From an optimization exercise on the open Yosys and OpenROAD flow, aimed at small area and a short achievable clock period; shortcuts taken in it are not production practice. The RTL was checked by simulation tests, not by an equivalence proof against the original design. Power and IR drop assume default switching activity.

==> flow/design.v <==
`default_nettype none
module risky (
    input  logic        clk,
    input  logic        rst_n,
    output logic [31:0] imem_addr_o,
    output logic        imem_re_o,
    input  logic [31:0] imem_rdata_i,
    output logic [ 8:0] dmem_addr_o,
    output logic [ 3:0] dmem_wmask_o,
    output logic [31:0] dmem_wdata_o,
    input  logic [31:0] dmem_rdata_i,
    output logic        wb_we_o,
    output logic [ 4:0] wb_rd_o,
    output logic [31:0] wb_data_o
);
  logic [31:0] f_instr;
  logic        f_flush;
  logic [31:0] pc;          
  logic [31:0] pc_a, pc_b;   
  logic        pc_s;         
  logic [ 4:0] d_rd;
  logic [31:0] d_imm;
  logic        d_re, d_we;
  logic [ 1:0] d_wd;        
  logic        d_br, d_jmp;
  logic [ 2:0] d_f3;        
  logic        d_sub;
  logic        a_l0, a_l1, a_lhu, a_lbs, a_lw, a_lhs, a_al, a_w, a_r, a_p;
  logic        b_l0, b_l1, b_lhu, b_lbs, b_lw, b_lhs, b_al, b_w, b_r, b_i;
  logic        la_w, la_r, lb_w, lb_r, lb_i;
  logic        la_l0, la_l1, la_lhu, la_lbs, la_lw, la_lhs, la_al;
  logic        lb_l0, lb_l1, lb_lhu, lb_lbs, lb_lw, lb_lhs, lb_al;
  logic        s_m, s_w;
  logic        d_r_add, d_r_lt, d_lt_s, d_r_xor, d_r_or, d_r_and, d_r_sll, d_r_srl;
  logic [31:1][31:0] xr;
  logic [31:1]       vld;
  logic [31:0]       rs1q, rs2q;
  logic [ 4:0] e_rd;
  logic        e_re, e_we;
  logic [ 1:0] e_wd;
  logic        e_uns;
  logic [31:0] e_rs2;
  logic        ls_pend;     
  logic [31:0] e_alu;
  logic [ 4:0] m_rd;
  logic [31:0] m_val;
  logic [ 4:0] w_rd;
  logic        w_we;
  logic [31:0] w_data;
  logic        stall;
  logic        taken;
  logic fetch_bj, incr;
  assign imem_addr_o = pc;
  assign imem_re_o   = ~stall;
  assign fetch_bj = ~stall & (imem_rdata_i[6:0] == 7'b110_0011 ||
                              imem_rdata_i[6:0] == 7'b110_1111);
  assign incr     = f_flush ? d_br : ~fetch_bj;
  always_ff @(posedge clk, negedge rst_n) begin
    if (!rst_n) begin
      f_instr[6:0] <= '0;
      f_flush      <= 1'b0;
    end else begin
      if (f_flush) f_instr[6:0] <= '0;
      else if (!stall) f_instr[6:0] <= imem_rdata_i[6:0];
      f_flush <= f_flush ? ~d_br : fetch_bj;
    end
  end
  always_ff @(posedge clk) begin
    if (!stall) f_instr[31:7] <= imem_rdata_i[31:7];
  end
  logic [31:0] pc_4, pc_br;
  assign pc_4  = pc + 32'd4;
  assign pc_br = pc + d_imm;
  assign pc = pc_s ? pc_a : pc_b;
  always_ff @(posedge clk, negedge rst_n) begin
    if (!rst_n) begin
      pc_b <= '0;
      pc_s <= 1'b0;
    end else if (incr) begin
      pc_b <= pc_4;
      pc_s <= taken;
    end
  end
  always_ff @(posedge clk) begin
    if (incr) pc_a <= pc_br;
  end
  logic [31:0] ins;
  logic [ 6:0] op;
  logic [ 2:0] f3;
  logic [ 6:0] f7;
  assign ins = f_instr;
  assign op  = ins[6:0];
  assign f3  = ins[14:12];
  assign f7  = ins[31:25];
  logic is_lui, is_auipc, is_jal, is_jalr, is_br, is_ld, is_st, is_r, is_i;
  logic f7_0, f7_20, sh_i;
  assign f7_0  = (f7 == 7'b000_0000);
  assign f7_20 = (f7 == 7'b010_0000);
  assign sh_i  = (f3 == 3'b001) | (f3 == 3'b101);
  assign is_lui   = (op == 7'b011_0111);
  assign is_auipc = (op == 7'b001_0111);
  assign is_jal   = (op == 7'b110_1111);
  assign is_jalr  = (op == 7'b110_0111) & (f3 == 3'b000);
  assign is_br    = (op == 7'b110_0011) & (f3[2:1] != 2'b01);
  assign is_ld    = (op == 7'b000_0011) & (f3 != 3'b011) & (f3 != 3'b110) & (f3 != 3'b111);
  assign is_st    = (op == 7'b010_0011) & (f3[2] == 1'b0) & (f3 != 3'b011);
  assign is_r     = (op == 7'b011_0011) &
                    (f7_0 | (f7_20 & ((f3 == 3'b000) | (f3 == 3'b101))));
  assign is_i     = (op == 7'b001_0011) &
                    (~sh_i | f7_0 | (f7_20 & (f3 == 3'b101)));
  logic [4:0] sel_rs1, sel_rs2;
  assign sel_rs1 = (is_jalr | is_br | is_ld | is_st | is_r | is_i) ? ins[19:15] : 5'd0;
  assign sel_rs2 = (is_br | is_st | is_r) ? ins[24:20] : 5'd0;
  logic [31:0] imm;
  always_comb begin
    if (is_lui | is_auipc) imm = {ins[31:12], 12'd0};
    else if (is_jal) imm = {{12{ins[31]}}, ins[19:12], ins[20], ins[30:21], 1'b0};
    else if (is_br) imm = {{20{ins[31]}}, ins[7], ins[30:25], ins[11:8], 1'b0};
    else if (is_st) imm = {{20{ins[31]}}, ins[31:25], ins[11:7]};
    else if (is_i & sh_i) imm = {27'd0, ins[24:20]};
    else imm = {20'd0, ins[31:20]};
  end
  logic arith;   
  assign arith = is_r | is_i;
  always_ff @(posedge clk, negedge rst_n) begin
    if (!rst_n) begin
      d_rd    <= '0;
      d_re    <= 1'b0;
      d_we    <= 1'b0;
      d_wd    <= '0;
      d_br    <= 1'b0;
      d_jmp   <= 1'b0;
      d_f3    <= '0;
      d_sub   <= 1'b0;
      d_r_add <= 1'b0;
      d_r_lt  <= 1'b0;
      d_lt_s  <= 1'b0;
      d_r_xor <= 1'b0;
      d_r_or  <= 1'b0;
      d_r_and <= 1'b0;
      d_r_sll <= 1'b0;
      d_r_srl <= 1'b0;
    end else if (!stall) begin
      d_rd    <= (is_lui | is_auipc | is_jal | is_jalr | is_ld | arith) ? ins[11:7] : 5'd0;
      d_re    <= is_ld;
      d_we    <= is_st;
      d_wd    <= (f3[1:0] == 2'b10) ? 2'd2 : (f3[0] ? 2'd1 : 2'd0);
      d_br    <= is_br | is_jal;
      d_jmp   <= is_jal | is_jalr;
      d_f3    <= f3;
      d_sub   <= is_br | (arith & (f3 == 3'b010 || f3 == 3'b011)) |
                 (is_r & (f3 == 3'b000) & f7_20);
      d_r_add <= ~arith | (f3 == 3'b000);
      d_r_lt  <= arith & (f3 == 3'b010 || f3 == 3'b011);
      d_lt_s  <= ~f3[0];
      d_r_xor <= arith & (f3 == 3'b100);
      d_r_or  <= arith & (f3 == 3'b110);
      d_r_and <= arith & (f3 == 3'b111);
      d_r_sll <= arith & (f3 == 3'b001);
      d_r_srl <= arith & (f3 == 3'b101);
    end
  end
  always_ff @(posedge clk) begin
    if (!stall) d_imm <= imm;
  end
  logic a_rs1_n, a_pc_n, b_rs2_n, b_imm_n;
  logic fw1m_n, fw1w_n, fw2m_n, fw2w_n;
  assign a_rs1_n = stall | is_br | is_ld | is_st | arith;
  assign a_pc_n  = ~stall & (is_auipc | is_jalr);
  assign b_rs2_n = ~stall & (is_br | is_r);
  assign b_imm_n = stall | is_lui | is_auipc | is_jal | is_ld | is_st | is_i;
  assign fw1m_n  = ~stall & (sel_rs1 != 5'd0) & (sel_rs1 == d_rd);
  assign fw1w_n  = (sel_rs1 != 5'd0) & (sel_rs1 == e_rd);
  assign fw2m_n  = ~stall & (sel_rs2 != 5'd0) & (sel_rs2 == d_rd);
  assign fw2w_n  = (sel_rs2 != 5'd0) & (sel_rs2 == e_rd);
  logic lg_n;
  assign lg_n = ~stall & arith & (f3[2] | (f3[1:0] == 2'b01));
  logic e_re_n, k_w, k_hs, k_hu, k_bs;
  assign e_re_n = ~stall & d_re;
  assign k_w    = (d_wd == 2'd2);
  assign k_hs   = (d_wd == 2'd1) & ~d_f3[2];
  assign k_hu   = (d_wd == 2'd1) & d_f3[2];
  assign k_bs   = (d_wd == 2'd0) & ~d_f3[2];
  logic am_n, aw_n, ar_n, bm_n, bw_n, br_n;
  assign am_n = a_rs1_n & fw1m_n;
  assign aw_n = a_rs1_n & ~fw1m_n & fw1w_n;
  assign ar_n = a_rs1_n & ~fw1m_n & ~fw1w_n;
  assign bm_n = b_rs2_n & fw2m_n;
  assign bw_n = b_rs2_n & ~fw2m_n & fw2w_n;
  assign br_n = b_rs2_n & ~fw2m_n & ~fw2w_n;
  logic [31:0] oh1, oh2;
  always_comb begin
    oh1[0] = 1'b0;
    oh2[0] = 1'b0;
    for (int i = 1; i < 32; i++) begin
      oh1[i] = (ins[19:15] == 5'(i)) & vld[i];
      oh2[i] = (ins[24:20] == 5'(i)) & vld[i];
    end
  end
  logic [31:0][10:0] n1, n2;
  for (genvar b = 0; b < 32; b++) begin : g_rd
    for (genvar k = 0; k < 10; k++) begin : g_grp
      rf_aoi222 u_p1 (
          .a0(oh1[3*k+1]), .b0(xr[3*k+1][b]),
          .a1(oh1[3*k+2]), .b1(xr[3*k+2][b]),
          .a2(oh1[3*k+3]), .b2(xr[3*k+3][b]),
          .y (n1[b][k])
      );
      rf_aoi222 u_p2 (
          .a0(oh2[3*k+1]), .b0(xr[3*k+1][b]),
          .a1(oh2[3*k+2]), .b1(xr[3*k+2][b]),
          .a2(oh2[3*k+3]), .b2(xr[3*k+3][b]),
          .y (n2[b][k])
      );
    end
    assign n1[b][10] = ~(oh1[31] & xr[31][b]);
    assign n2[b][10] = ~(oh2[31] & xr[31][b]);
  end
  logic [31:0] rd1, rd2;
  always_comb begin
    for (int b = 0; b < 32; b++) begin
      rd1[b] = ~(&n1[b]);
      rd2[b] = ~(&n2[b]);
    end
  end
  always_ff @(posedge clk, negedge rst_n) begin
    if (!rst_n) begin
      {a_l0, a_l1, a_lhu, a_lbs, a_lw, a_lhs, a_al, a_w, a_r, a_p} <= '0;
      {b_l0, b_l1, b_lhu, b_lbs, b_lw, b_lhs, b_al, b_w, b_r, b_i} <= '0;
      {la_w, la_r, lb_w, lb_r, lb_i} <= '0;
      {la_l0, la_l1, la_lhu, la_lbs, la_lw, la_lhs, la_al} <= '0;
      {lb_l0, lb_l1, lb_lhu, lb_lbs, lb_lw, lb_lhs, lb_al} <= '0;
      s_m   <= 1'b0;
      s_w   <= 1'b0;
      vld   <= '0;
    end else begin
      a_l0  <= ~lg_n & am_n & e_re_n;
      a_l1  <= ~lg_n & am_n & e_re_n & (k_w | k_hs);
      a_lhu <= ~lg_n & am_n & e_re_n & k_hu;
      a_lbs <= ~lg_n & am_n & e_re_n & k_bs;
      a_lw  <= ~lg_n & am_n & e_re_n & k_w;
      a_lhs <= ~lg_n & am_n & e_re_n & k_hs;
      a_al  <= ~lg_n & am_n & ~e_re_n;
      a_w   <= ~lg_n & aw_n;
      a_r   <= ~lg_n & ar_n;
      a_p   <= a_pc_n;
      b_l0  <= ~lg_n & bm_n & e_re_n;
      b_l1  <= ~lg_n & bm_n & e_re_n & (k_w | k_hs);
      b_lhu <= ~lg_n & bm_n & e_re_n & k_hu;
      b_lbs <= ~lg_n & bm_n & e_re_n & k_bs;
      b_lw  <= ~lg_n & bm_n & e_re_n & k_w;
      b_lhs <= ~lg_n & bm_n & e_re_n & k_hs;
      b_al  <= ~lg_n & bm_n & ~e_re_n;
      b_w   <= ~lg_n & bw_n;
      b_r   <= ~lg_n & br_n;
      b_i   <= ~lg_n & b_imm_n;
      la_l0  <= lg_n & am_n & e_re_n;
      la_l1  <= lg_n & am_n & e_re_n & (k_w | k_hs);
      la_lhu <= lg_n & am_n & e_re_n & k_hu;
      la_lbs <= lg_n & am_n & e_re_n & k_bs;
      la_lw  <= lg_n & am_n & e_re_n & k_w;
      la_lhs <= lg_n & am_n & e_re_n & k_hs;
      la_al  <= lg_n & am_n & ~e_re_n;
      la_w  <= lg_n & aw_n;
      la_r  <= lg_n & ar_n;
      lb_l0  <= lg_n & bm_n & e_re_n;
      lb_l1  <= lg_n & bm_n & e_re_n & (k_w | k_hs);
      lb_lhu <= lg_n & bm_n & e_re_n & k_hu;
      lb_lbs <= lg_n & bm_n & e_re_n & k_bs;
      lb_lw  <= lg_n & bm_n & e_re_n & k_w;
      lb_lhs <= lg_n & bm_n & e_re_n & k_hs;
      lb_al  <= lg_n & bm_n & ~e_re_n;
      lb_w  <= lg_n & bw_n;
      lb_r  <= lg_n & br_n;
      lb_i  <= lg_n & b_imm_n;
      s_m   <= fw2m_n;
      s_w   <= ~fw2m_n & fw2w_n;
      for (int i = 1; i < 32; i++) if (w_we && w_rd == 5'(i)) vld[i] <= 1'b1;
    end
  end
  always_ff @(posedge clk) begin
    rs1q <= (sel_rs1 != 5'd0) ? rd1 : 32'd0;
    rs2q <= (sel_rs2 != 5'd0) ? rd2 : 32'd0;
    for (int i = 1; i < 32; i++) if (w_we && w_rd == 5'(i)) xr[i] <= w_data;
  end
  logic [31:0] ld_data, mval_n;
  always_comb begin
    case (e_wd)
      2'd0:    ld_data = {e_uns ? 24'd0 : {24{dmem_rdata_i[7]}}, dmem_rdata_i[7:0]};
      2'd1:    ld_data = e_uns ? {16'd0, dmem_rdata_i[7:0], dmem_rdata_i[7:0]}
                               : {{16{dmem_rdata_i[15]}}, dmem_rdata_i[15:0]};
      default: ld_data = dmem_rdata_i;
    endcase
    mval_n = e_re ? ld_data : e_alu;
  end
  function automatic logic [31:0] mem_fwd(input logic [31:0] dm, input logic [31:0] alu,
                                          input logic l0, input logic l1, input logic lhu,
                                          input logic lbs, input logic lw, input logic lhs,
                                          input logic al);
    logic [31:0] v;
    for (int i = 0; i < 8; i++) v[i] = l0 & dm[i];
    for (int i = 8; i < 16; i++) v[i] = (l1 & dm[i]) | (lhu & dm[i-8]) | (lbs & dm[7]);
    for (int i = 16; i < 32; i++) v[i] = (lw & dm[i]) | (lhs & dm[15]) | (lbs & dm[7]);
    mem_fwd = v | ({32{al}} & alu);
  endfunction
  logic [31:0] opa, opb, lga, lgb, fwd2;
  assign opa  = mem_fwd(dmem_rdata_i, e_alu, a_l0, a_l1, a_lhu, a_lbs, a_lw, a_lhs, a_al) |
                ({32{a_w}} & m_val) | ({32{a_r}} & rs1q) | ({32{a_p}} & pc);
  assign opb  = mem_fwd(dmem_rdata_i, e_alu, b_l0, b_l1, b_lhu, b_lbs, b_lw, b_lhs, b_al) |
                ({32{b_w}} & m_val) | ({32{b_r}} & rs2q) | ({32{b_i}} & d_imm);
  assign lga  = mem_fwd(dmem_rdata_i, e_alu, la_l0, la_l1, la_lhu, la_lbs, la_lw, la_lhs, la_al) |
                ({32{la_w}} & m_val) | ({32{la_r}} & rs1q);
  assign lgb  = mem_fwd(dmem_rdata_i, e_alu, lb_l0, lb_l1, lb_lhu, lb_lbs, lb_lw, lb_lhs, lb_al) |
                ({32{lb_w}} & m_val) | ({32{lb_r}} & rs2q) |
                ({32{lb_i}} & d_imm);
  assign fwd2 = s_m ? mval_n : (s_w ? m_val : rs2q);
  logic [31:0] sum;
  logic        cout;
  assign {cout, sum} = {1'b0, opa} + {1'b0, opb ^ {32{d_sub}}} + {32'd0, d_sub};
  logic ltu, lts, eq;
  assign ltu = ~cout;
  assign lts = ltu ^ opa[31] ^ opb[31];
  assign eq  = (opa == opb);
  logic [31:0] sh_in, sh_out, sh_rev, lga_rev;
  always_comb begin
    for (int i = 0; i < 32; i++) lga_rev[i] = lga[31-i];
    sh_in  = d_r_sll ? lga_rev : lga;
    sh_out = sh_in >> lgb[4:0];
    for (int i = 0; i < 32; i++) sh_rev[i] = sh_out[31-i];
  end
  logic [31:0] res;
  assign res = ({32{d_r_add}} & sum) |
               {31'd0, d_r_lt & (d_lt_s ? lts : ltu)} |
               ({32{d_r_xor}} & (lga ^ lgb)) |
               ({32{d_r_or}} & (lga | lgb)) |
               ({32{d_r_and}} & (lga & lgb)) |
               ({32{d_r_sll}} & sh_rev) |
               ({32{d_r_srl & ~(|lgb[31:5])}} & sh_out);
  logic cond;
  assign cond  = d_f3[2] ? (((d_f3[1] ^ d_f3[0]) ? ltu : lts) ^ d_f3[0]) : (eq ^ d_f3[0]);
  assign taken = (d_br & cond) | d_jmp;
  logic aw_s;
  assign aw_s = (ins[19:15] != 5'd0) & (ins[19:15] == e_rd);
  logic [31:0] sa;
  always_ff @(posedge clk) begin
    sa <= (aw_s ? mval_n : rd1) + {20'd0, ins[31:20]};
  end
  assign stall = ls_pend & (sa == e_alu);
  always_ff @(posedge clk, negedge rst_n) begin
    if (!rst_n) begin
      e_rd      <= '0;
      e_re      <= 1'b0;
      e_we      <= 1'b0;
      e_wd      <= '0;
      e_uns     <= 1'b0;
      ls_pend   <= 1'b0;
    end else begin
      if (!stall) begin
        e_rd  <= d_rd;
        e_re  <= d_re;
        e_we  <= d_we;
        e_wd  <= d_wd;
        e_uns <= d_f3[2];
      end else begin
        e_rd  <= '0;
        e_re  <= 1'b0;
        e_we  <= 1'b0;
        e_wd  <= '0;
        e_uns <= 1'b0;
      end
      ls_pend   <= ~stall & is_ld & d_we;
    end
  end
  always_ff @(posedge clk) begin
    e_rs2 <= fwd2;   
    e_alu <= res;
  end
  assign dmem_addr_o  = e_alu[8:0];
  assign dmem_wdata_o = e_rs2;
  assign dmem_wmask_o = e_we ? {e_wd[1], e_wd[1], e_wd != 2'd0, 1'b1} : 4'b0000;
  always_ff @(posedge clk, negedge rst_n) begin
    if (!rst_n) m_rd <= '0;
    else m_rd <= e_rd;
  end
  always_ff @(posedge clk) m_val <= mval_n;
  always_ff @(posedge clk, negedge rst_n) begin
    if (!rst_n) begin
      w_rd <= '0;
      w_we <= 1'b0;
    end else begin
      w_rd <= m_rd;
      w_we <= 1'b1;
    end
  end
  always_ff @(posedge clk) w_data <= m_val;
  assign wb_we_o   = w_we;
  assign wb_rd_o   = w_rd;
  assign wb_data_o = w_data;
endmodule
module rf_aoi222 (
    input  logic a0,
    input  logic b0,
    input  logic a1,
    input  logic b1,
    input  logic a2,
    input  logic b2,
    output logic y
);
  assign y = ~((a0 & b0) | (a1 & b1) | (a2 & b2));
endmodule
==> flow/flow/run.sh <==
#!/bin/bash
# The standard layout (the standard.sh: ORFS synthesis through finish)
# with these changes to how the layout is made, none to what it is built for:
#  - the resizer's setup repair aims for 9.5 ns of slack instead of 0, so that
#    repair_timing keeps improving the worst paths past the 16 ns clock;
#  - repair_timing does not clone gates (a clone placed far from its driver
#    can leave a slew violation after routing);
#  - the port buffers that buffer_ports inserts on every input and output are
#    buf_4 cells instead of the default delay-buffer choice.
set -euo pipefail
bash standard.sh SETUP_SLACK_MARGIN=9.5 SKIP_GATE_CLONING=1 \
  "BUFFER_PORTS_ARGS=-buffer_cell sky130_fd_sc_hd__buf_4" finish > standard_flow.log 2>&1
==> flow/standard.sh <==
#!/bin/bash
# synth_recipe.tcl (not shown) runs the flow's synth.tcl, then flattens the netlist and writes it again
# the make line also repeats each setting of config.mk as NAME=value (left out here)
make -C /OpenROAD-flow-scripts/flow DESIGN_CONFIG=/design/flow/config.mk WORK_HOME=/design/flow/orfs CLKGATE_MAP_FILE= SYNTH_SCRIPT=/design/flow/synth_recipe.tcl "${@:-finish}"
==> flow/config.mk <==
export PLATFORM = sky130hd
export DESIGN_NAME = risky
export DESIGN_NICKNAME = risky
export VERILOG_FILES = /design/flow/design.v
export SDC_FILE = /design/flow/constraint.sdc
export NUM_CORES = 4
export LEC_CHECK = 0
export CAP_MARGIN = 20
export CORE_MARGIN = 2
export CORE_UTILIZATION = 40
export CTS_CLUSTER_DIAMETER = 150
export CTS_CLUSTER_SIZE = 20
export PLACE_DENSITY = 0.6
export SLEW_MARGIN = 30
export SYNTH_HIERARCHICAL = 1
==> flow/constraint.sdc <==
create_clock -name core_clock -period 16.0 [get_ports {clk}]
set_input_delay 3.2000 -clock core_clock [delete_from_list [all_inputs] [get_ports {clk}]]
set_output_delay 3.2000 -clock core_clock [all_outputs]
set_load 0.01 [all_outputs]
==> flow_summary.ini, run 1 <==
[run_status]
run_status = no timing/DRC/antenna violations

[pwr]
p_per_area_nw_per_um2 = 101
total_leakage_power_nw = 28.2
ir_drop_mv = 0.105
total_power_mw = 7.69

[routing]
drt_pass1_iterations = 14
drt_iter0_drc = 11000
detailed_route_via_count = 55400
route.detailed.drc = 0
wl_per_cell_um = 36.7
routed_antenna_nets = 0
viasPerCell = 7.00
routed_wl_um = 291000

[timing]
fin_crit_ns = 6.48
finalSetupViolCount = 0
smallest_hold_slack_ns = 0.356
setup_tns_ns = 0
finalClockSkew_ns = 0.0573
max-slew-margin-rel_pct = 24.7
unrepaired_setup_endpoints_after_global_routing = true
tightestPinTransition_ns = 1.10
timing_hold_violations_final = 0
postLayoutSetupSlackWorst_ns = 9.52
drv_slew = 0
final.period_utilization_pct = 40.5
max_freq_mhz = 154

[floorplan]
placementRows = 151
die_h_um = 418
initial_core_util_pct = 40.3
design.die.area_um2 = 174000
coreArea_um2 = 170000
die-width_um = 418
top_level_ports = 182

[critical_path]
worst_path_max_delay_cell = sky130_fd_sc_hd__dfxtp_1
timing.critical_path.from_type = flop
crit_type = flop to output pin
crit_path_max_incr_delay_ns = 0.73
regToRegSetupSlack_ns = 9.70
worst-path-max-fanout = 97
endpoint_kind = output pin
cp.required_ns = 12.80
critical_path_cell_sequence = xor2_1 > nor4_1 > nand4_1 > nor3_1 > nand4_1 > buf_12 > buf_4
crit_path_frequent_cell = sky130_fd_sc_hd__nand4_1
endpoint_arrival_time_on_the_critical_path_ns = 3.28

[grt]
initial_antenna_violation_count = 25
first_global_vias = 52700
grtUsageTotal_pct = 32.4
grt_first_pass_wirelength_um = 405000
maximum_number_of_pins_on_one_net_before_global_route_repair = 98
grt-ovfl-total = 0

[synthesis]
synth.area.top_cells = sky130_fd_sc_hd__edfxtp_1 (47%), sky130_fd_sc_hd__a222oi_1 (10%), sky130_fd_sc_hd__dfxtp_1 (6.6%)
synth-async-reset-ratio_pct = 10.8
ys_warn_count = 7
netlist.top_cell.by_area = sky130_fd_sc_hd__edfxtp_1
number_of_register_bits_inferred_by_synthesis = 1463
synth_cell_types = 84
synth_enable_flop_cells = 1081
synthCells = 5396
proportion_of_synthesized_chip_area_in_sequential_cells_pct = 59.8
yosysTopAreaCellShare_pct = 47.4
synthesis.area_um2 = 68400
synthFlopType = sky130_fd_sc_hd__edfxtp_1
syn_avg_cell_area_um2 = 12.7

[clock_network]
clock_latency_ns = 0.78
clk_pin_slew_ns = 0.10
clock_tree.buffer_depth = 3
clk_root_buffer_cell = sky130_fd_sc_hd__clkbuf_16
cts-buffers-inserted = 85
cts_tree = built
hold_buffers = 0
cts-htree-levels = 3
clkSinkCount = 1463

[place]
detailed_place_hpwl_um = 196000
buffer_ports.inserted = 181
pre_cts_slack_ns = 8.31
post_dp_cell_area_um2 = 73300
total_instance_count_after_detailed_placement = 7746
gp_congestion = 1.02

[layout]
nNetsFinal = 5832
cell_area_after_layout_um2 = 76100
final_common_cell = sky130_fd_sc_hd__edfxtp_1
area_delta_synth_final_pct = 11.2
final_layout_size_suffix_gt1_share_pct = 11.8
fin_util_pct = 44.9
commonest_cells_after_routing_fill_and_taps_aside = sky130_fd_sc_hd__edfxtp_1 (1,081), sky130_fd_sc_hd__a222oi_1 (687), sky130_fd_sc_hd__nand2_1 (454)
final-instance-count-excl-fill = 7916

[job]
maxCapViolCount = 0

[worst_hold_path]
hp-class = flop to flop
cell families (layout without fill, tap and decap cells):
family	Yosys count	after routing	share of synthesized area, %
adders and majority gates	142	142	2.63
AOI/OAI and AO/OA	1611	1611	19.3
other	1	12	0.00548
xor gates and xnor gates	214	214	2.74
muxes	191	191	3.42
DFF	1463	1463	59.8
buffers and inverters	374	665	2.20
and+or+nand+nor	1400	1400	9.92
synth_stat cells, types with 24 or more instances:
master / instances
sky130_fd_sc_hd__a21o_1: 58
sky130_fd_sc_hd__nand4_1: 201
sky130_fd_sc_hd__and2_1: 63
sky130_fd_sc_hd__clkbuf_1: 171
sky130_fd_sc_hd__a21oi_1: 163
sky130_fd_sc_hd__a222oi_1: 687
sky130_fd_sc_hd__o21ai_0: 193
sky130_fd_sc_hd__nor2b_1: 24
sky130_fd_sc_hd__or2_2: 35
sky130_fd_sc_hd__dfxtp_1: 224
sky130_fd_sc_hd__ha_1: 139
sky130_fd_sc_hd__a2111o_1: 32
sky130_fd_sc_hd__xnor2_1: 82
sky130_fd_sc_hd__edfxtp_1: 1081
sky130_fd_sc_hd__a31oi_1: 24
sky130_fd_sc_hd__a2111oi_0: 37
sky130_fd_sc_hd__nor4_1: 27
sky130_fd_sc_hd__buf_2: 27
sky130_fd_sc_hd__inv_1: 130
sky130_fd_sc_hd__nor2_1: 292
sky130_fd_sc_hd__mux2_2: 53
sky130_fd_sc_hd__nor3_1: 48
sky130_fd_sc_hd__a22oi_1: 227
sky130_fd_sc_hd__and3_1: 80
sky130_fd_sc_hd__nand3_1: 104
sky130_fd_sc_hd__mux4_2: 29
sky130_fd_sc_hd__dfrtp_1: 158
sky130_fd_sc_hd__xor2_1: 132
sky130_fd_sc_hd__mux2i_1: 109
sky130_fd_sc_hd__buf_1: 25
sky130_fd_sc_hd__nand2_1: 454
registers in the layout, summed over array words and instances (netlist names), 2 cells and up:
register / cells
rs1q: 32
d_f3: 3
e_wd: 2
pc_b: 32
m_val: 32
f_instr: 32
d_rd: 5
e_rd: 5
d_wd: 2
d_imm: 32
xr: 992
rs2q: 32
vld: 31
e_alu: 32
pc_a: 32
w_data: 32
m_rd: 5
sa: 32
w_rd: 5
e_rs2: 32
path summary, 6_finish.rpt:
check                                      start                  end  cells after the start
setup / recovery               e_alu[28]$_DFF_P_            imem_re_o                      7
hold / removal                 m_rd[4]$_DFF_PN0_    w_rd[4]$_DFF_PN0_                      0
max in group asynchronous                  rst_n   vld[3]$_DFFE_PN0P_                      3
min in group asynchronous                  rst_n  pc_b[9]$_DFFE_PN0P_                      1
setup reg to reg           f_instr[19]$_DFFE_PN_       sa[28]$_DFF_P_                     20
hold reg to reg                m_rd[4]$_DFF_PN0_    w_rd[4]$_DFF_PN0_                      0
per-module statistics from Yosys (local to each module, per instance):
module	times used	cell area [um2]	flip-flops and latches
risky	1	62000	1463
rf_aoi222	640	10.0	0
worst max-delay path: cells and delay by family, from the launching register on:
family	cells	cell delay, ns
xor gates and xnor gates	1	0.30
buffers and inverters	2	0.49
DFF	1	0.73
and+or+nand+nor	4	0.85
report_power, final:
part	internal [mW]	switching, mW	total [mW]	leakage, nW
Combinational	0.348	0.630	0.978	12.9
Sequential	4.23	0.107	4.34	14.1
Clock	1.05	1.32	2.38	1.23
final cells by class:
| type | instances | area, um2 |
|---|---|---|
| fill | 15500 | 93600 |
| sequential | 1463 | 40900 |
| clock buffer | 138 | 2360 |
| timing repair buffer | 383 | 2930 |
| tap | 2218 | 2780 |
| multi-input combinational | 3559 | 26400 |
| inverter | 132 | 498 |
| clock inverter | 12 | 220 |
| antenna | 11 | 27.5 |
timing repair:
action / in CTS / in global routing
setup endpoints to repair: 25 / 15
hold endpoints to repair: 0 / 0
setup buffers: 8 / 0
pin swaps: 1 / 2
resized for setup: 5 / 4
routing by layer:
layer  part of all wire [%]  wire, um  track usage [%]  vias up
li1                       -         -                -    22900
met1                     37    107000             41.8    27700
met2                     46    133000             51.6     4003
met3                     12     34100             7.11      693
met4                    5.6     16200             15.9       14
met5                  0.036       104                0        -
==> inputs of run 2 (changes only) <==
--- a/flow/design.v
+++ b/flow/design.v
@@ -28,4 +28,5 @@
   logic        a_l0, a_l1, a_lhu, a_lbs, a_lw, a_lhs, a_al, a_w, a_r, a_p;
   logic        b_l0, b_l1, b_lhu, b_lbs, b_lw, b_lhs, b_al, b_w, b_r, b_i;
+  logic        b_l0n, b_l1n, b_lhun, b_lbsn, b_lwn, b_lhsn, b_z8n, b_z16n;
   logic        la_w, la_r, lb_w, lb_r, lb_i;
   logic        la_l0, la_l1, la_lhu, la_lbs, la_lw, la_lhs, la_al;
@@ -149,6 +150,5 @@
       d_jmp   <= is_jal | is_jalr;
       d_f3    <= f3;
-      d_sub   <= is_br | (arith & (f3 == 3'b010 || f3 == 3'b011)) |
-                 (is_r & (f3 == 3'b000) & f7_20);
+      d_sub   <= sub_n;
       d_r_add <= ~arith | (f3 == 3'b000);
       d_r_lt  <= arith & (f3 == 3'b010 || f3 == 3'b011);
@@ -176,5 +176,5 @@
   logic lg_n;
   assign lg_n = ~stall & arith & (f3[2] | (f3[1:0] == 2'b01));
-  logic e_re_n, k_w, k_hs, k_hu, k_bs;
+  logic e_re_n, k_w, k_hs, k_hu, k_bs, k_bu;
   assign e_re_n = ~stall & d_re;
   assign k_w    = (d_wd == 2'd2);
@@ -182,4 +182,8 @@
   assign k_hu   = (d_wd == 2'd1) & d_f3[2];
   assign k_bs   = (d_wd == 2'd0) & ~d_f3[2];
+  assign k_bu   = (d_wd == 2'd0) & d_f3[2];
+  logic sub_n;
+  assign sub_n = ~stall & (is_br | (arith & (f3 == 3'b010 || f3 == 3'b011)) |
+                           (is_r & (f3 == 3'b000) & f7_20));
   logic am_n, aw_n, ar_n, bm_n, bw_n, br_n;
   assign am_n = a_rs1_n & fw1m_n;
@@ -228,4 +232,5 @@
       {a_l0, a_l1, a_lhu, a_lbs, a_lw, a_lhs, a_al, a_w, a_r, a_p} <= '0;
       {b_l0, b_l1, b_lhu, b_lbs, b_lw, b_lhs, b_al, b_w, b_r, b_i} <= '0;
+      {b_l0n, b_l1n, b_lhun, b_lbsn, b_lwn, b_lhsn, b_z8n, b_z16n} <= '0;
       {la_w, la_r, lb_w, lb_r, lb_i} <= '0;
       {la_l0, la_l1, la_lhu, la_lbs, la_lw, la_lhs, la_al} <= '0;
@@ -245,10 +250,18 @@
       a_r   <= ~lg_n & ar_n;
       a_p   <= a_pc_n;
-      b_l0  <= ~lg_n & bm_n & e_re_n;
-      b_l1  <= ~lg_n & bm_n & e_re_n & (k_w | k_hs);
-      b_lhu <= ~lg_n & bm_n & e_re_n & k_hu;
-      b_lbs <= ~lg_n & bm_n & e_re_n & k_bs;
-      b_lw  <= ~lg_n & bm_n & e_re_n & k_w;
-      b_lhs <= ~lg_n & bm_n & e_re_n & k_hs;
+      b_l0  <= ~lg_n & bm_n & e_re_n & ~sub_n;
+      b_l1  <= ~lg_n & bm_n & e_re_n & ~sub_n & (k_w | k_hs);
+      b_lhu <= ~lg_n & bm_n & e_re_n & ~sub_n & k_hu;
+      b_lbs <= ~lg_n & bm_n & e_re_n & ~sub_n & k_bs;
+      b_lw  <= ~lg_n & bm_n & e_re_n & ~sub_n & k_w;
+      b_lhs <= ~lg_n & bm_n & e_re_n & ~sub_n & k_hs;
+      b_l0n <= ~lg_n & bm_n & e_re_n & sub_n;
+      b_l1n <= ~lg_n & bm_n & e_re_n & sub_n & (k_w | k_hs);
+      b_lhun <= ~lg_n & bm_n & e_re_n & sub_n & k_hu;
+      b_lbsn <= ~lg_n & bm_n & e_re_n & sub_n & k_bs;
+      b_lwn <= ~lg_n & bm_n & e_re_n & sub_n & k_w;
+      b_lhsn <= ~lg_n & bm_n & e_re_n & sub_n & k_hs;
+      b_z8n <= ~lg_n & bm_n & e_re_n & sub_n & k_bu;
+      b_z16n <= ~lg_n & bm_n & e_re_n & sub_n & (k_bu | k_hu);
       b_al  <= ~lg_n & bm_n & ~e_re_n;
       b_w   <= ~lg_n & bw_n;
@@ -304,9 +317,22 @@
     mem_fwd = v | ({32{al}} & alu);
   endfunction
-  logic [31:0] opa, opb, lga, lgb, fwd2;
+  logic [31:0] opa, opbx, lga, lgb, fwd2, bx_early, bx_late, sub32, dm;
+  assign dm       = dmem_rdata_i;
+  assign sub32    = {32{d_sub}};
+  assign bx_early = ({32{b_al}} & (e_alu ^ sub32)) | ({32{b_w}} & (m_val ^ sub32)) |
+                    ({32{b_r}} & (rs2q ^ sub32)) | ({32{b_i}} & (d_imm ^ sub32));
+  always_comb begin
+    for (int i = 0; i < 8; i++)
+      bx_late[i] = (b_l0 & dm[i]) | (b_l0n & ~dm[i]);
+    for (int i = 8; i < 16; i++)
+      bx_late[i] = (b_l1 & dm[i]) | (b_lhu & dm[i-8]) | (b_lbs & dm[7]) |
+                   (b_l1n & ~dm[i]) | (b_lhun & ~dm[i-8]) | (b_lbsn & ~dm[7]) | b_z8n;
+    for (int i = 16; i < 32; i++)
+      bx_late[i] = (b_lw & dm[i]) | (b_lhs & dm[15]) | (b_lbs & dm[7]) |
+                   (b_lwn & ~dm[i]) | (b_lhsn & ~dm[15]) | (b_lbsn & ~dm[7]) | b_z16n;
+  end
+  assign opbx = bx_early | bx_late;
   assign opa  = mem_fwd(dmem_rdata_i, e_alu, a_l0, a_l1, a_lhu, a_lbs, a_lw, a_lhs, a_al) |
                 ({32{a_w}} & m_val) | ({32{a_r}} & rs1q) | ({32{a_p}} & pc);
-  assign opb  = mem_fwd(dmem_rdata_i, e_alu, b_l0, b_l1, b_lhu, b_lbs, b_lw, b_lhs, b_al) |
-                ({32{b_w}} & m_val) | ({32{b_r}} & rs2q) | ({32{b_i}} & d_imm);
   assign lga  = mem_fwd(dmem_rdata_i, e_alu, la_l0, la_l1, la_lhu, la_lbs, la_lw, la_lhs, la_al) |
                 ({32{la_w}} & m_val) | ({32{la_r}} & rs1q);
@@ -317,9 +343,9 @@
   logic [31:0] sum;
   logic        cout;
-  assign {cout, sum} = {1'b0, opa} + {1'b0, opb ^ {32{d_sub}}} + {32'd0, d_sub};
+  assign {cout, sum} = {1'b0, opa} + {1'b0, opbx} + {32'd0, d_sub};
   logic ltu, lts, eq;
   assign ltu = ~cout;
-  assign lts = ltu ^ opa[31] ^ opb[31];
-  assign eq  = (opa == opb);
+  assign lts = ltu ^ opa[31] ^ opbx[31] ^ d_sub;
+  assign eq  = &(opa ^ opbx);   
   logic [31:0] sh_in, sh_out, sh_rev, lga_rev;
   always_comb begin
@@ -343,6 +369,15 @@
   assign aw_s = (ins[19:15] != 5'd0) & (ins[19:15] == e_rd);
   logic [31:0] sa;
+  logic sl_re, sl_l1, sl_lhu, sl_lbs, sl_lw, sl_lhs, sl_al;
+  assign sl_re  = aw_s & e_re;
+  assign sl_l1  = sl_re & ((e_wd == 2'd2) | ((e_wd == 2'd1) & ~e_uns));
+  assign sl_lhu = sl_re & (e_wd == 2'd1) & e_uns;
+  assign sl_lbs = sl_re & (e_wd == 2'd0) & ~e_uns;
+  assign sl_lw  = sl_re & (e_wd == 2'd2);
+  assign sl_lhs = sl_re & (e_wd == 2'd1) & ~e_uns;
+  assign sl_al  = aw_s & ~e_re;
   always_ff @(posedge clk) begin
-    sa <= (aw_s ? mval_n : rd1) + {20'd0, ins[31:20]};
+    sa <= (mem_fwd(dmem_rdata_i, e_alu, sl_re, sl_l1, sl_lhu, sl_lbs, sl_lw, sl_lhs, sl_al) |
+           ({32{~aw_s}} & rd1)) + {20'd0, ins[31:20]};
   end
   assign stall = ls_pend & (sa == e_alu);
==> flow/flow/run.sh (replaced) <==
#!/bin/bash
# The standard layout (the standard.sh: ORFS synthesis through finish)
# with these changes to how the layout is made, none to what it is built for:
#  - the resizer's setup repair aims for 10 ns of slack instead of 0, so that
#    repair_timing keeps improving the worst paths past the 16 ns clock;
#  - repair_timing does not clone gates (a clone placed far from its driver
#    can leave a slew violation after routing);
#  - the port buffers that buffer_ports inserts on every input and output are
#    buf_4 cells instead of the default delay-buffer choice.
set -euo pipefail
bash standard.sh SETUP_SLACK_MARGIN=10 SKIP_GATE_CLONING=1 \
  "BUFFER_PORTS_ARGS=-buffer_cell sky130_fd_sc_hd__buf_4" finish > standard_flow.log 2>&1
==> run 2 against run 1 <==
Still clean. Global-route usage increased by 2.3 points. Final cell count increased by 3.7%. Fmax increased by 7.2%. Critical path depth increased by 8. Clock skew decreased by 0.0074 ns. Wire length increased by 11%. Worst setup slack improved by 0.43 ns. Critical path type is now input port to flop. Largest cell class unchanged.
==> flow_summary.ini, run 2 <==
[grt]
first_global_vias = 54300
grt-ovfl-total = 0
grt_first_pass_wirelength_um = 438000
maximum_number_of_pins_on_one_net_before_global_route_repair = 78
grtUsageTotal_pct = 34.7
initial_antenna_violation_count = 12

[synthesis]
synthesis.area_um2 = 70000
netlist.top_cell.by_area = sky130_fd_sc_hd__edfxtp_1
ys_warn_count = 7
yosysMostFrequentCell = sky130_fd_sc_hd__edfxtp_1
synthFlopType = sky130_fd_sc_hd__edfxtp_1
proportion_of_synthesized_chip_area_in_sequential_cells_pct = 58.7
yosysTopAreaCellShare_pct = 46.4
synth.area.top_cells = sky130_fd_sc_hd__edfxtp_1 (46%), sky130_fd_sc_hd__a222oi_1 (9.6%), sky130_fd_sc_hd__dfxtp_1 (6.4%)
synthCells = 5615
synthTopCellsByCount = sky130_fd_sc_hd__edfxtp_1 (1,081), sky130_fd_sc_hd__a222oi_1 (670), sky130_fd_sc_hd__nand2_1 (418)
synth-async-reset-ratio_pct = 11.3
number_of_register_bits_inferred_by_synthesis = 1471
synth_cell_types = 101
synth_enable_flop_cells = 1081
syn_avg_cell_area_um2 = 12.5

[place]
total_instance_count_after_detailed_placement = 8034
buffer_ports.inserted = 181
post_dp_cell_area_um2 = 75100
gp_congestion = 1.06
detailed_place_hpwl_um = 212000

[pwr]
p_per_area_nw_per_um2 = 82.9
total_leakage_power_nw = 29.5
ir_drop_mv = 0.107
total_power_mw = 6.49

[floorplan]
top_level_ports = 182
die_h_um = 422
initial_core_util_pct = 40.3
design.die.area_um2 = 178000
die-width_um = 422
coreArea_um2 = 174000
placementRows = 153

[worst_hold_path]
whs_path_cells = 0
hp-class = flop to flop

[clock_network]
clk_root_buffer_cell = sky130_fd_sc_hd__clkbuf_16
cts-buffers-inserted = 84
cts_tree = built
cts-htree-levels = 3
clk_pin_slew_ns = 0.09
clock_latency_ns = 0.79
clock_tree.buffer_depth = 3
clkSinkCount = 1471

[timing]
final.period_utilization_pct = 37.8
drv_slew = 0
unrepaired_setup_endpoints_after_global_routing = true
tightestPinTransition_ns = 1.09
finalClockSkew_ns = 0.0499
max_freq_mhz = 165
finalSetupViolCount = 0
max-slew-margin-rel_pct = 27.3
timing_hold_violations_final = 0
setup_tns_ns = 0
fin_crit_ns = 6.04

[routing]
highest-signal-layer = met5
detailed_route_via_count = 58000
route.met2.wl_um = 142000
drt_pass1_iterations = 12
wl_met3_um = 37300
wl_met1_um = 113000
routed_wl_um = 322000
viasPerCell = 7.06
drt_iter0_drc = 11700
route.detailed.drc = 0
routed_antenna_nets = 0
wl_per_cell_um = 39.2

[critical_path]
worst_path_max_delay_cell = sky130_fd_sc_hd__a311oi_1
cp.depth = 15
path_buf_inv = 1
ff2ff_path_depth = 20
crit_path_frequent_cell = sky130_fd_sc_hd__o21ai_0
crit_type = input port to flop
endpoint_kind = flop
cpLargestDelayFamily = compound AO/OA/AOI/OAI gates
endpoint_arrival_time_on_the_critical_path_ns = 6.68
worst-path-max-fanout = 11
timing.critical_path.from_type = input port
crit_path_max_incr_delay_ns = 0.60
critical_path_cell_sequence = buf_6 > mux2i_1 > o21ai_0 > a211o_1 > ha_4 > nor2b_1 > o31ai_4 > a211oi_1 > o21ai_0 > nand2b_1 > a311oi_1 > o21bai_1 > xor2_1 > a21oi_1 > o211ai_1
cp.required_ns = 16.64

[layout]
registers.top_by_ff_count = xr
multi_input_area_um2 = 27900
final_common_cell = sky130_fd_sc_hd__edfxtp_1
commonest_cells_after_routing_fill_and_taps_aside = sky130_fd_sc_hd__edfxtp_1 (1,081), sky130_fd_sc_hd__a222oi_1 (670), sky130_fd_sc_hd__buf_4 (425)
final-seq-area_um2 = 41200
largest_reg_flops = 992
final-instance-count-excl-fill = 8208
nNetsFinal = 6040
num-fill-cells = 16000
cell_area_after_layout_um2 = 78300
area_delta_synth_final_pct = 11.9
final_layout_size_suffix_gt1_share_pct = 14.3

[run_status]
run_status = no timing/DRC/antenna violations

[job]
maxCapViolCount = 0
-- run 2: changes by cell type in the layout (fill, tap and decap cells not counted), moves of 27 or more --
cell | before | now
sky130_fd_sc_hd__a22oi_1 | 226 | 199
sky130_fd_sc_hd__o22ai_1 | 10 | 57
sky130_fd_sc_hd__buf_4 | 375 | 425
sky130_fd_sc_hd__nand2_1 | 454 | 416
sky130_fd_sc_hd__and2_1 | 63 | 36
sky130_fd_sc_hd__xor2_1 | 132 | 87
sky130_fd_sc_hd__and3_1 | 79 | 112
-- run 2: metrics by stage --
| step | setup slack [ns] | hold slack (ns) | utilization [%] |
|---|---|---|---|
| after floorplan | 9.55 | 0.331 | - |
| after global placement | 8.52 | 0.337 | 43.2 |
| after detailed placement | 8.56 | 0.336 | 43.2 |
| after CTS | 9.92 | 0.355 | 44.7 |
| after global routing | 9.92 | 0.364 | 45.0 |
| final | 9.96 | 0.352 | 45.0 |
-- run 2: final timing paths --
kind | start | to | slack [ns]
setup / recovery | dmem_rdata_i[1] | e_alu[15]$_DFF_P_ | 9.96
hold / removal | m_rd[1]$_DFF_PN0_ | w_rd[1]$_DFF_PN0_ | 0.35
setup reg to reg | f_instr[17]$_DFFE_PN_ | sa[31]$_DFF_P_ | 10.18
hold reg to reg | m_rd[1]$_DFF_PN0_ | w_rd[1]$_DFF_PN0_ | 0.35
max in group asynchronous | rst_n | lb_r$_DFF_PN0_ | 11.69
min in group asynchronous | rst_n | pc_b[30]$_DFFE_PN0P_ | 2.37
-- run 2: metal layers --
metal	global-route usage, %	up-vias
met5	0	-
met4	25.8	10
met3	8.01	957
met2	53.6	4451
met1	42.4	28800
li1	-	23800
-- run 2: per-module statistics from Yosys, one instance, submodules excluded --
module     cells  flops+latches
risky       4975           1471
rf_aoi222      1              0
-- run 2: power by group --
group | total (mW) | internal (mW) | switching (mW)
clock network | 2.32 | 1.01 | 1.31
logic | 0.0995 | 0.0320 | 0.0676
registers | 4.07 | 4.05 | 0.0213
-- run 2: cells by family (layout without fill, tap and decap cells) --
logic type / Yosys count / after routing / share of synthesized area [%]
buf+inv: 445 / 707 / 2.64
other cells: 1 / 7 / 0.00536
xor+xnor: 170 / 170 / 2.13
mux: 218 / 218 / 3.67
flops: 1471 / 1471 / 58.7
fa+ha+maj: 144 / 144 / 2.62
simple gates: 1425 / 1425 / 10.1
compound gates: 1741 / 1741 / 20.1
-- run 2: cell type report --
cell class / count / area share [%]
Sequential cell: 1471 / 52.6
Multi-Input combinational cell: 3699 / 35.6
Timing Repair Buffer: 436 / 4.29
Tap cell: 2325 / 3.72
Clock buffer: 126 / 2.94
Inverter: 138 / 0.668
Clock inverter: 7 / 0.185
Antenna cell: 6 / 0.0192
-- run 2: timing repair --
item                                    in CTS  in global routing
pin swaps                                    8                 33
hold buffers                                 0                  0
endpoints found under the setup margin      35                 38
setup buffers                               12                 23
endpoints found under the hold margin        0                  0
gates resized for setup                     32                 77
-- run 2: worst reg2reg max path: cells and delay by family, from the launching register on --
family,cells,cell delay (ns)
flip-flops,1,0.44
AO/OA/AOI/OAI,9,2.75
adder cells (fa/ha/maj),1,0.27
AND/OR/NAND/NOR,5,0.91
multiplexers,1,0.36
buffers and inverters,3,0.87
XOR/XNOR,1,0.14
==> inputs of run 3 (changes only) <==
--- a/flow/design.v
+++ b/flow/design.v
@@ -29,7 +29,5 @@
   logic        b_l0, b_l1, b_lhu, b_lbs, b_lw, b_lhs, b_al, b_w, b_r, b_i;
   logic        b_l0n, b_l1n, b_lhun, b_lbsn, b_lwn, b_lhsn, b_z8n, b_z16n;
-  logic        la_w, la_r, lb_w, lb_r, lb_i;
-  logic        la_l0, la_l1, la_lhu, la_lbs, la_lw, la_lhs, la_al;
-  logic        lb_l0, lb_l1, lb_lhu, lb_lbs, lb_lw, lb_lhs, lb_al;
+  logic        la_m, la_w, la_r, lb_m, lb_w, lb_r, lb_i;
   logic        s_m, s_w;
   logic        d_r_add, d_r_lt, d_lt_s, d_r_xor, d_r_or, d_r_and, d_r_sll, d_r_srl;
@@ -198,6 +196,6 @@
     oh2[0] = 1'b0;
     for (int i = 1; i < 32; i++) begin
-      oh1[i] = (ins[19:15] == 5'(i)) & vld[i];
-      oh2[i] = (ins[24:20] == 5'(i)) & vld[i];
+      oh1[i] = (sel_rs1 == 5'(i)) & vld[i];
+      oh2[i] = (sel_rs2 == 5'(i)) & vld[i];
     end
   end
@@ -233,7 +231,5 @@
       {b_l0, b_l1, b_lhu, b_lbs, b_lw, b_lhs, b_al, b_w, b_r, b_i} <= '0;
       {b_l0n, b_l1n, b_lhun, b_lbsn, b_lwn, b_lhsn, b_z8n, b_z16n} <= '0;
-      {la_w, la_r, lb_w, lb_r, lb_i} <= '0;
-      {la_l0, la_l1, la_lhu, la_lbs, la_lw, la_lhs, la_al} <= '0;
-      {lb_l0, lb_l1, lb_lhu, lb_lbs, lb_lw, lb_lhs, lb_al} <= '0;
+      {la_m, la_w, la_r, lb_m, lb_w, lb_r, lb_i} <= '0;
       s_m   <= 1'b0;
       s_w   <= 1'b0;
@@ -268,20 +264,8 @@
       b_r   <= ~lg_n & br_n;
       b_i   <= ~lg_n & b_imm_n;
-      la_l0  <= lg_n & am_n & e_re_n;
-      la_l1  <= lg_n & am_n & e_re_n & (k_w | k_hs);
-      la_lhu <= lg_n & am_n & e_re_n & k_hu;
-      la_lbs <= lg_n & am_n & e_re_n & k_bs;
-      la_lw  <= lg_n & am_n & e_re_n & k_w;
-      la_lhs <= lg_n & am_n & e_re_n & k_hs;
-      la_al  <= lg_n & am_n & ~e_re_n;
+      la_m  <= lg_n & am_n;
       la_w  <= lg_n & aw_n;
       la_r  <= lg_n & ar_n;
-      lb_l0  <= lg_n & bm_n & e_re_n;
-      lb_l1  <= lg_n & bm_n & e_re_n & (k_w | k_hs);
-      lb_lhu <= lg_n & bm_n & e_re_n & k_hu;
-      lb_lbs <= lg_n & bm_n & e_re_n & k_bs;
-      lb_lw  <= lg_n & bm_n & e_re_n & k_w;
-      lb_lhs <= lg_n & bm_n & e_re_n & k_hs;
-      lb_al  <= lg_n & bm_n & ~e_re_n;
+      lb_m  <= lg_n & bm_n;
       lb_w  <= lg_n & bw_n;
       lb_r  <= lg_n & br_n;
@@ -293,6 +277,6 @@
   end
   always_ff @(posedge clk) begin
-    rs1q <= (sel_rs1 != 5'd0) ? rd1 : 32'd0;
-    rs2q <= (sel_rs2 != 5'd0) ? rd2 : 32'd0;
+    rs1q <= rd1;
+    rs2q <= rd2;
     for (int i = 1; i < 32; i++) if (w_we && w_rd == 5'(i)) xr[i] <= w_data;
   end
@@ -317,35 +301,41 @@
     mem_fwd = v | ({32{al}} & alu);
   endfunction
-  logic [31:0] opa, opbx, lga, lgb, fwd2, bx_early, bx_late, sub32, dm;
+  logic [31:0] opa, opbx, lga, lgb, fwd2, a_early, bx_early, sub32, dm;
+  logic        a_sgn8, a_sgn16, b_sgn8, b_sgn16;
   assign dm       = dmem_rdata_i;
   assign sub32    = {32{d_sub}};
+  assign a_early  = ({32{a_al}} & e_alu) | ({32{a_w}} & m_val) | ({32{a_r}} & rs1q) |
+                    ({32{a_p}} & pc);
   assign bx_early = ({32{b_al}} & (e_alu ^ sub32)) | ({32{b_w}} & (m_val ^ sub32)) |
                     ({32{b_r}} & (rs2q ^ sub32)) | ({32{b_i}} & (d_imm ^ sub32));
-  always_comb begin
-    for (int i = 0; i < 8; i++)
-      bx_late[i] = (b_l0 & dm[i]) | (b_l0n & ~dm[i]);
-    for (int i = 8; i < 16; i++)
-      bx_late[i] = (b_l1 & dm[i]) | (b_lhu & dm[i-8]) | (b_lbs & dm[7]) |
-                   (b_l1n & ~dm[i]) | (b_lhun & ~dm[i-8]) | (b_lbsn & ~dm[7]) | b_z8n;
-    for (int i = 16; i < 32; i++)
-      bx_late[i] = (b_lw & dm[i]) | (b_lhs & dm[15]) | (b_lbs & dm[7]) |
-                   (b_lwn & ~dm[i]) | (b_lhsn & ~dm[15]) | (b_lbsn & ~dm[7]) | b_z16n;
-  end
-  assign opbx = bx_early | bx_late;
-  assign opa  = mem_fwd(dmem_rdata_i, e_alu, a_l0, a_l1, a_lhu, a_lbs, a_lw, a_lhs, a_al) |
-                ({32{a_w}} & m_val) | ({32{a_r}} & rs1q) | ({32{a_p}} & pc);
-  assign lga  = mem_fwd(dmem_rdata_i, e_alu, la_l0, la_l1, la_lhu, la_lbs, la_lw, la_lhs, la_al) |
-                ({32{la_w}} & m_val) | ({32{la_r}} & rs1q);
-  assign lgb  = mem_fwd(dmem_rdata_i, e_alu, lb_l0, lb_l1, lb_lhu, lb_lbs, lb_lw, lb_lhs, lb_al) |
-                ({32{lb_w}} & m_val) | ({32{lb_r}} & rs2q) |
+  assign a_sgn8   = a_lbs & dm[7];
+  assign a_sgn16  = (a_lbs & dm[7]) | (a_lhs & dm[15]);
+  assign b_sgn8   = (b_lbs & dm[7]) | (b_lbsn & ~dm[7]) | b_z8n;
+  assign b_sgn16  = (b_lbs & dm[7]) | (b_lhs & dm[15]) | (b_lbsn & ~dm[7]) |
+                    (b_lhsn & ~dm[15]) | b_z16n;
+  for (genvar i = 0; i < 8; i++) begin : g_op0
+    op_sel1 u_a (.l(a_l0), .d(dm[i]), .se(a_early[i]), .y(opa[i]));
+    op_selx1 u_b (.lp(b_l0), .ln(b_l0n), .d(dm[i]), .se(bx_early[i]), .y(opbx[i]));
+  end
+  for (genvar i = 8; i < 16; i++) begin : g_op1
+    op_sel2 u_a (.l1(a_l1), .d1(dm[i]), .l2(a_lhu), .d2(dm[i-8]), .se(a_sgn8 | a_early[i]),
+                 .y(opa[i]));
+    op_selx2 u_b (.l1p(b_l1), .l1n(b_l1n), .d1(dm[i]), .l2p(b_lhu), .l2n(b_lhun), .d2(dm[i-8]),
+                  .se(b_sgn8 | bx_early[i]), .y(opbx[i]));
+  end
+  for (genvar i = 16; i < 32; i++) begin : g_op2
+    op_sel1 u_a (.l(a_lw), .d(dm[i]), .se(a_sgn16 | a_early[i]), .y(opa[i]));
+    op_selx1 u_b (.lp(b_lw), .ln(b_lwn), .d(dm[i]), .se(b_sgn16 | bx_early[i]), .y(opbx[i]));
+  end
+  assign lga  = ({32{la_m}} & mval_n) | ({32{la_w}} & m_val) | ({32{la_r}} & rs1q);
+  assign lgb  = ({32{lb_m}} & mval_n) | ({32{lb_w}} & m_val) | ({32{lb_r}} & rs2q) |
                 ({32{lb_i}} & d_imm);
   assign fwd2 = s_m ? mval_n : (s_w ? m_val : rs2q);
-  logic [31:0] sum;
-  logic        cout;
-  assign {cout, sum} = {1'b0, opa} + {1'b0, opbx} + {32'd0, d_sub};
-  logic ltu, lts, eq;
-  assign ltu = ~cout;
-  assign lts = ltu ^ opa[31] ^ opbx[31] ^ d_sub;
-  assign eq  = &(opa ^ opbx);   
+  logic [31:0] p0, cn;   
+  logic        ltu;      
+  ks_add32 u_add (.a(opa), .b(opbx), .cin(d_sub), .p(p0), .cn(cn), .coutn(ltu));
+  logic lts_x, eq;
+  assign lts_x = opa[31] ^ opbx[31] ^ d_sub;         
+  assign eq    = &p0;                                
   logic [31:0] sh_in, sh_out, sh_rev, lga_rev;
   always_comb begin
@@ -355,29 +345,28 @@
     for (int i = 0; i < 32; i++) sh_rev[i] = sh_out[31-i];
   end
-  logic [31:0] res;
-  assign res = ({32{d_r_add}} & sum) |
-               {31'd0, d_r_lt & (d_lt_s ? lts : ltu)} |
-               ({32{d_r_xor}} & (lga ^ lgb)) |
-               ({32{d_r_or}} & (lga | lgb)) |
-               ({32{d_r_and}} & (lga & lgb)) |
-               ({32{d_r_sll}} & sh_rev) |
-               ({32{d_r_srl & ~(|lgb[31:5])}} & sh_out);
-  logic cond;
-  assign cond  = d_f3[2] ? (((d_f3[1] ^ d_f3[0]) ? ltu : lts) ^ d_f3[0]) : (eq ^ d_f3[0]);
-  assign taken = (d_br & cond) | d_jmp;
-  logic aw_s;
-  assign aw_s = (ins[19:15] != 5'd0) & (ins[19:15] == e_rd);
+  logic [31:0] res, res_o;
+  assign res_o = ({32{d_r_xor}} & (lga ^ lgb)) |
+                 ({32{d_r_or}} & (lga | lgb)) |
+                 ({32{d_r_and}} & (lga & lgb)) |
+                 ({32{d_r_sll}} & sh_rev) |
+                 ({32{d_r_srl & ~(|lgb[31:5])}} & sh_out);
+  alu_res0 u_res0 (
+      .p0(p0[0]), .cn(cn[0]), .add(d_r_add), .ltu(ltu), .lts_x(lts_x & d_lt_s),
+      .lt(d_r_lt), .other(res_o[0]), .y(res[0])
+  );
+  for (genvar i = 1; i < 32; i++) begin : g_res
+    alu_res u_res (.p0(p0[i]), .cn(cn[i]), .add(d_r_add), .other(res_o[i]), .y(res[i]));
+  end
+  br_taken u_taken (
+      .ltu(ltu), .t(lts_x & ~(d_f3[1] ^ d_f3[0])), .eq(eq), .f3_2(d_f3[2]), .f3_0(d_f3[0]),
+      .br(d_br), .jmp(d_jmp), .taken(taken)
+  );
   logic [31:0] sa;
-  logic sl_re, sl_l1, sl_lhu, sl_lbs, sl_lw, sl_lhs, sl_al;
-  assign sl_re  = aw_s & e_re;
-  assign sl_l1  = sl_re & ((e_wd == 2'd2) | ((e_wd == 2'd1) & ~e_uns));
-  assign sl_lhu = sl_re & (e_wd == 2'd1) & e_uns;
-  assign sl_lbs = sl_re & (e_wd == 2'd0) & ~e_uns;
-  assign sl_lw  = sl_re & (e_wd == 2'd2);
-  assign sl_lhs = sl_re & (e_wd == 2'd1) & ~e_uns;
-  assign sl_al  = aw_s & ~e_re;
+  logic [31:0] sa_a, sa_p, sa_cn;
+  logic        sa_co;
+  assign sa_a = aw_n ? mval_n : rd1;
+  ks_add32 u_sa (.a(sa_a), .b(imm), .cin(1'b0), .p(sa_p), .cn(sa_cn), .coutn(sa_co));
   always_ff @(posedge clk) begin
-    sa <= (mem_fwd(dmem_rdata_i, e_alu, sl_re, sl_l1, sl_lhu, sl_lbs, sl_lw, sl_lhs, sl_al) |
-           ({32{~aw_s}} & rd1)) + {20'd0, ins[31:20]};
+    sa <= ~(sa_p ^ sa_cn);
   end
   assign stall = ls_pend & (sa == e_alu);
@@ -444,2 +433,136 @@
   assign y = ~((a0 & b0) | (a1 & b1) | (a2 & b2));
 endmodule
+module ks_cell_n (
+    input  logic g_hi,
+    input  logic p_hi,
+    input  logic g_lo,
+    input  logic p_lo,
+    output logic gn,
+    output logic pn
+);
+  assign gn = ~(g_hi | (p_hi & g_lo));
+  assign pn = ~(p_hi & p_lo);
+endmodule
+module ks_cell_p (
+    input  logic gn_hi,
+    input  logic pn_hi,
+    input  logic gn_lo,
+    input  logic pn_lo,
+    output logic g,
+    output logic p
+);
+  assign g = ~(gn_hi & (pn_hi | gn_lo));
+  assign p = ~(pn_hi | pn_lo);
+endmodule
+module alu_res (
+    input  logic p0,
+    input  logic cn,
+    input  logic add,
+    input  logic other,
+    output logic y
+);
+  assign y = (add & ~(p0 ^ cn)) | other;
+endmodule
+module alu_res0 (
+    input  logic p0,
+    input  logic cn,
+    input  logic add,
+    input  logic ltu,
+    input  logic lts_x,
+    input  logic lt,
+    input  logic other,
+    output logic y
+);
+  assign y = (add & ~(p0 ^ cn)) | (lt & (ltu ^ lts_x)) | other;
+endmodule
+module br_taken (
+    input  logic ltu,
+    input  logic t,
+    input  logic eq,
+    input  logic f3_2,
+    input  logic f3_0,
+    input  logic br,
+    input  logic jmp,
+    output logic taken
+);
+  logic cond;
+  assign cond  = (f3_2 ? (ltu ^ t) : eq) ^ f3_0;
+  assign taken = (br & cond) | jmp;
+endmodule
+module ks_add32 (
+    input  logic [31:0] a,
+    input  logic [31:0] b,
+    input  logic        cin,
+    output logic [31:0] p,
+    output logic [31:0] cn,
+    output logic        coutn
+);
+  logic [5:0][31:0] gl, pl;
+  always_comb begin
+    p        = a ^ b;
+    gl[0]    = a & b;
+    gl[0][0] = (a[0] & b[0]) | (p[0] & cin);
+    pl[0]    = p;
+  end
+  for (genvar k = 1; k <= 5; k++) begin : g_ks
+    for (genvar i = 0; i < 32; i++) begin : g_node
+      if (i < (1 << (k - 1))) begin : g_pass
+        assign gl[k][i] = ~gl[k-1][i];
+        assign pl[k][i] = ~pl[k-1][i];
+      end else if (k % 2 == 1) begin : g_n
+        ks_cell_n u_c (
+            .g_hi(gl[k-1][i]), .p_hi(pl[k-1][i]),
+            .g_lo(gl[k-1][i-(1<<(k-1))]), .p_lo(pl[k-1][i-(1<<(k-1))]),
+            .gn  (gl[k][i]), .pn(pl[k][i])
+        );
+      end else begin : g_p
+        ks_cell_p u_c (
+            .gn_hi(gl[k-1][i]), .pn_hi(pl[k-1][i]),
+            .gn_lo(gl[k-1][i-(1<<(k-1))]), .pn_lo(pl[k-1][i-(1<<(k-1))]),
+            .g    (gl[k][i]), .p(pl[k][i])
+        );
+      end
+    end
+  end
+  assign cn    = {gl[5][30:0], ~cin};
+  assign coutn = gl[5][31];
+endmodule
+module op_sel1 (
+    input  logic l,
+    input  logic d,
+    input  logic se,
+    output logic y
+);
+  assign y = (l & d) | se;
+endmodule
+module op_sel2 (
+    input  logic l1,
+    input  logic d1,
+    input  logic l2,
+    input  logic d2,
+    input  logic se,
+    output logic y
+);
+  assign y = (l1 & d1) | (l2 & d2) | se;
+endmodule
+module op_selx1 (
+    input  logic lp,
+    input  logic ln,
+    input  logic d,
+    input  logic se,
+    output logic y
+);
+  assign y = (lp & d) | (ln & ~d) | se;
+endmodule
+module op_selx2 (
+    input  logic l1p,
+    input  logic l1n,
+    input  logic d1,
+    input  logic l2p,
+    input  logic l2n,
+    input  logic d2,
+    input  logic se,
+    output logic y
+);
+  assign y = (l1p & d1) | (l1n & ~d1) | (l2p & d2) | (l2n & ~d2) | se;
+endmodule
==> flow/flow/run.sh (replaced) <==
#!/bin/bash
# The standard layout (the standard.sh: ORFS synthesis through finish)
# with two changes to how the layout is made, none to what it is built for:
#  - the resizer's setup repair aims for 10 ns of slack instead of 0, so that
#    repair_timing keeps improving the worst paths past the 16 ns clock;
#  - the port buffers that buffer_ports inserts on every input and output are
#    buf_4 cells instead of the default delay-buffer choice.
set -euo pipefail
bash standard.sh SETUP_SLACK_MARGIN=10 "BUFFER_PORTS_ARGS=-buffer_cell sky130_fd_sc_hd__buf_4" finish \
  > standard_flow.log 2>&1
--- a/flow/config.mk
+++ b/flow/config.mk
@@ -12,4 +12,4 @@
 export CTS_CLUSTER_SIZE = 20
 export PLACE_DENSITY = 0.6
-export SLEW_MARGIN = 30
+export SLEW_MARGIN = 20
 export SYNTH_HIERARCHICAL = 1
==> run 3 against run 2 <==
Synthesized cell count rose by 1.5%. Sequential power barely moved. Via count rose by 2.3%. Clock power barely moved. Combinational power fell by 6.1%. Highest routed layer unchanged. Critical endpoint is now imem_re_o. Die area rose by 1.7%. Worst setup slack got worse by 0.090 ns.
==> flow_summary.ini, run 3 <==
[layout]
final_common_cell = sky130_fd_sc_hd__edfxtp_1
commonest_cells_after_routing_fill_and_taps_aside = sky130_fd_sc_hd__edfxtp_1 (1,081), sky130_fd_sc_hd__a222oi_1 (693), sky130_fd_sc_hd__nand2_1 (461)
registers.top_by_ff_count = xr
cell_area_after_layout_um2 = 79800
nNetsFinal = 6113
final-instance-count-excl-fill = 8316
final_layout_size_suffix_gt1_share_pct = 19.4
area_delta_synth_final_pct = 12.2

[worst_hold_path]
hold_path_end = w_rd[3]$_DFF_PN0_
whs_path_cells = 0
min-delay-start = m_rd[3]$_DFF_PN0_

[timing]
fin_crit_ns = 6.13
max-slew-margin-rel_pct = 13.6
drv_slew = 0
finalSetupViolCount = 0
timing_hold_violations_final = 0
max_freq_mhz = 163
postLayoutSetupSlackWorst_ns = 9.87
finalClockSkew_ns = 0.0616
unrepaired_setup_endpoints_after_global_routing = true
setup_tns_ns = 0
tightestPinTransition_ns = 1.30

[clock_network]
cts_tree = built
clock_tree.buffer_depth = 3
cts-htree-levels = 3
clk_root_buffer_cell = sky130_fd_sc_hd__clkbuf_16
clk_pin_slew_ns = 0.09
cts-buffers-inserted = 84
clock_latency_ns = 0.78

[critical_path]
critical_path_cell_sequence = xor2_1 > nor4b_1 > nand4_1 > or4_4 > buf_16 > buf_6
cp.required_ns = 12.80
worst_path_max_delay_cell = sky130_fd_sc_hd__dfxtp_2
timing.rr.start = f_instr[13]$_DFFE_PN_
critical_path.reg2reg.endpoint = sa[19]$_DFF_P_
timing.critical_path.from = e_alu[20]$_DFF_P_
endpoint_kind = output pin
regToRegSetupSlack_ns = 9.95
ff2ff_path_depth = 21
crit_type = flop to output pin
endpoint_arrival_time_on_the_critical_path_ns = 2.93
worst-path-max-fanout = 6
crit_path_max_incr_delay_ns = 0.65

[synthesis]
syn_avg_cell_area_um2 = 12.5
synthCells = 5700
synthesis.area_um2 = 71200
ys_warn_count = 70

[pwr]
p_per_area_nw_per_um2 = 81.2
ir_drop_mv = 0.0906
total_leakage_power_nw = 29.4

[place]
post_dp_cell_area_um2 = 75400
detailed_place_hpwl_um = 226000
pre_cts_slack_ns = 8.80
buffer_ports.inserted = 181
gp_congestion = 1.03
total_instance_count_after_detailed_placement = 8069

[floorplan]
coreArea_um2 = 176000
top_level_ports = 182
placementRows = 154
die-width_um = 426

[routing]
detailed_route_via_count = 59300
routed_wl_um = 334000
drt_iter0_drc = 13100
routed_antenna_nets = 0

[grt]
initial_antenna_violation_count = 18
grt-ovfl-total = 0
grt_first_pass_wirelength_um = 449000
first_global_vias = 54700
grtUsageTotal_pct = 35.4
maximum_number_of_pins_on_one_net_before_global_route_repair = 64

[job]
maxCapViolCount = 0

[run_status]
run_status = no timing/DRC/antenna violations
-- run 3: worst max-delay path by stage --
| stage | cells after the start | endpoint | slack [ns] |
|---|---|---|---|
| final | 6 | imem_re_o | 9.87 |
| after global routing | 7 | imem_re_o | 9.81 |
| after CTS | 4 | imem_addr_o[12] | 9.90 |
| after detailed placement | 13 | e_alu[0]$_DFF_P_ | 8.80 |
| after global placement | 13 | e_alu[20]$_DFF_P_ | 8.66 |
| after floorplan | 15 | pc_s$_DFFE_PN0P_ | 9.75 |
-- run 3: per-layer routing --
metal	track usage [%]	up-vias	wire length (um)
met2	51.0	4848	139000
li1	-	24000	-
met5	0	-	84
met1	47.4	29700	125000
met3	12.5	744	50100
met4	16.7	14	19200
-- run 3: stage by stage --
stage / hold WS [ns] / utilization (%) / total power [mW]
finish: 0.350 / 45.2 / 6.48
global route: 0.354 / 45.2 / 6.63
CTS: 0.351 / 44.5 / 6.49
detailed placement: 0.336 / 42.7 / 4.21
global placement: 0.333 / 42.7 / 4.21
floorplan: 0.331 / - / 4.15
-- run 3: where the power goes --
group | leakage [nW] | total, mW | switching [mW] | internal, mW
Clock | 1.19 | 2.35 | 1.34 | 1.02
Combinational | 14.1 | 0.0934 | 0.0596 | 0.0338
Sequential | 14.2 | 4.04 | 0.0221 | 4.02
Total | 29.4 | 6.48 | 1.42 | 5.07
-- run 3: area by class of cell --
cell class | instances | area, um2
fillers | 16200 | 96700
clock buffers | 146 | 2330
inverters | 145 | 552
clock inverters | 12 | 189
multi-input cells | 3757 | 29300
diodes | 18 | 45.0
repair buffers | 439 | 3630
flip-flops and latches | 1459 | 40900
well taps | 2340 | 2930
-- run 3: worst max-delay path: cells and delay by family, from the launching register on --
| kind | cells | cell delay [ns] |
|---|---|---|
| simple gates | 3 | 1.09 |
| flops | 1 | 0.65 |
| buf+inv | 2 | 0.29 |
| xor+xnor | 1 | 0.16 |
-- run 3: what timing repair did --
item                                    4_1_cts  5_1_grt
hold buffers                                  0        0
cloned                                        2        6
buffers inserted                             22       38
endpoints found under the setup margin       66       56
pin swaps                                    32      123
resized for setup                           126      183

Check on run 3: ideal ports give 9.866 ns setup slack; a clkbuf_16 on the clock port and buf_2 on the inputs give 9.782 ns; moving port delays by the midpoint clock arrival (0.829 ns) as well gives 9.102 ns.
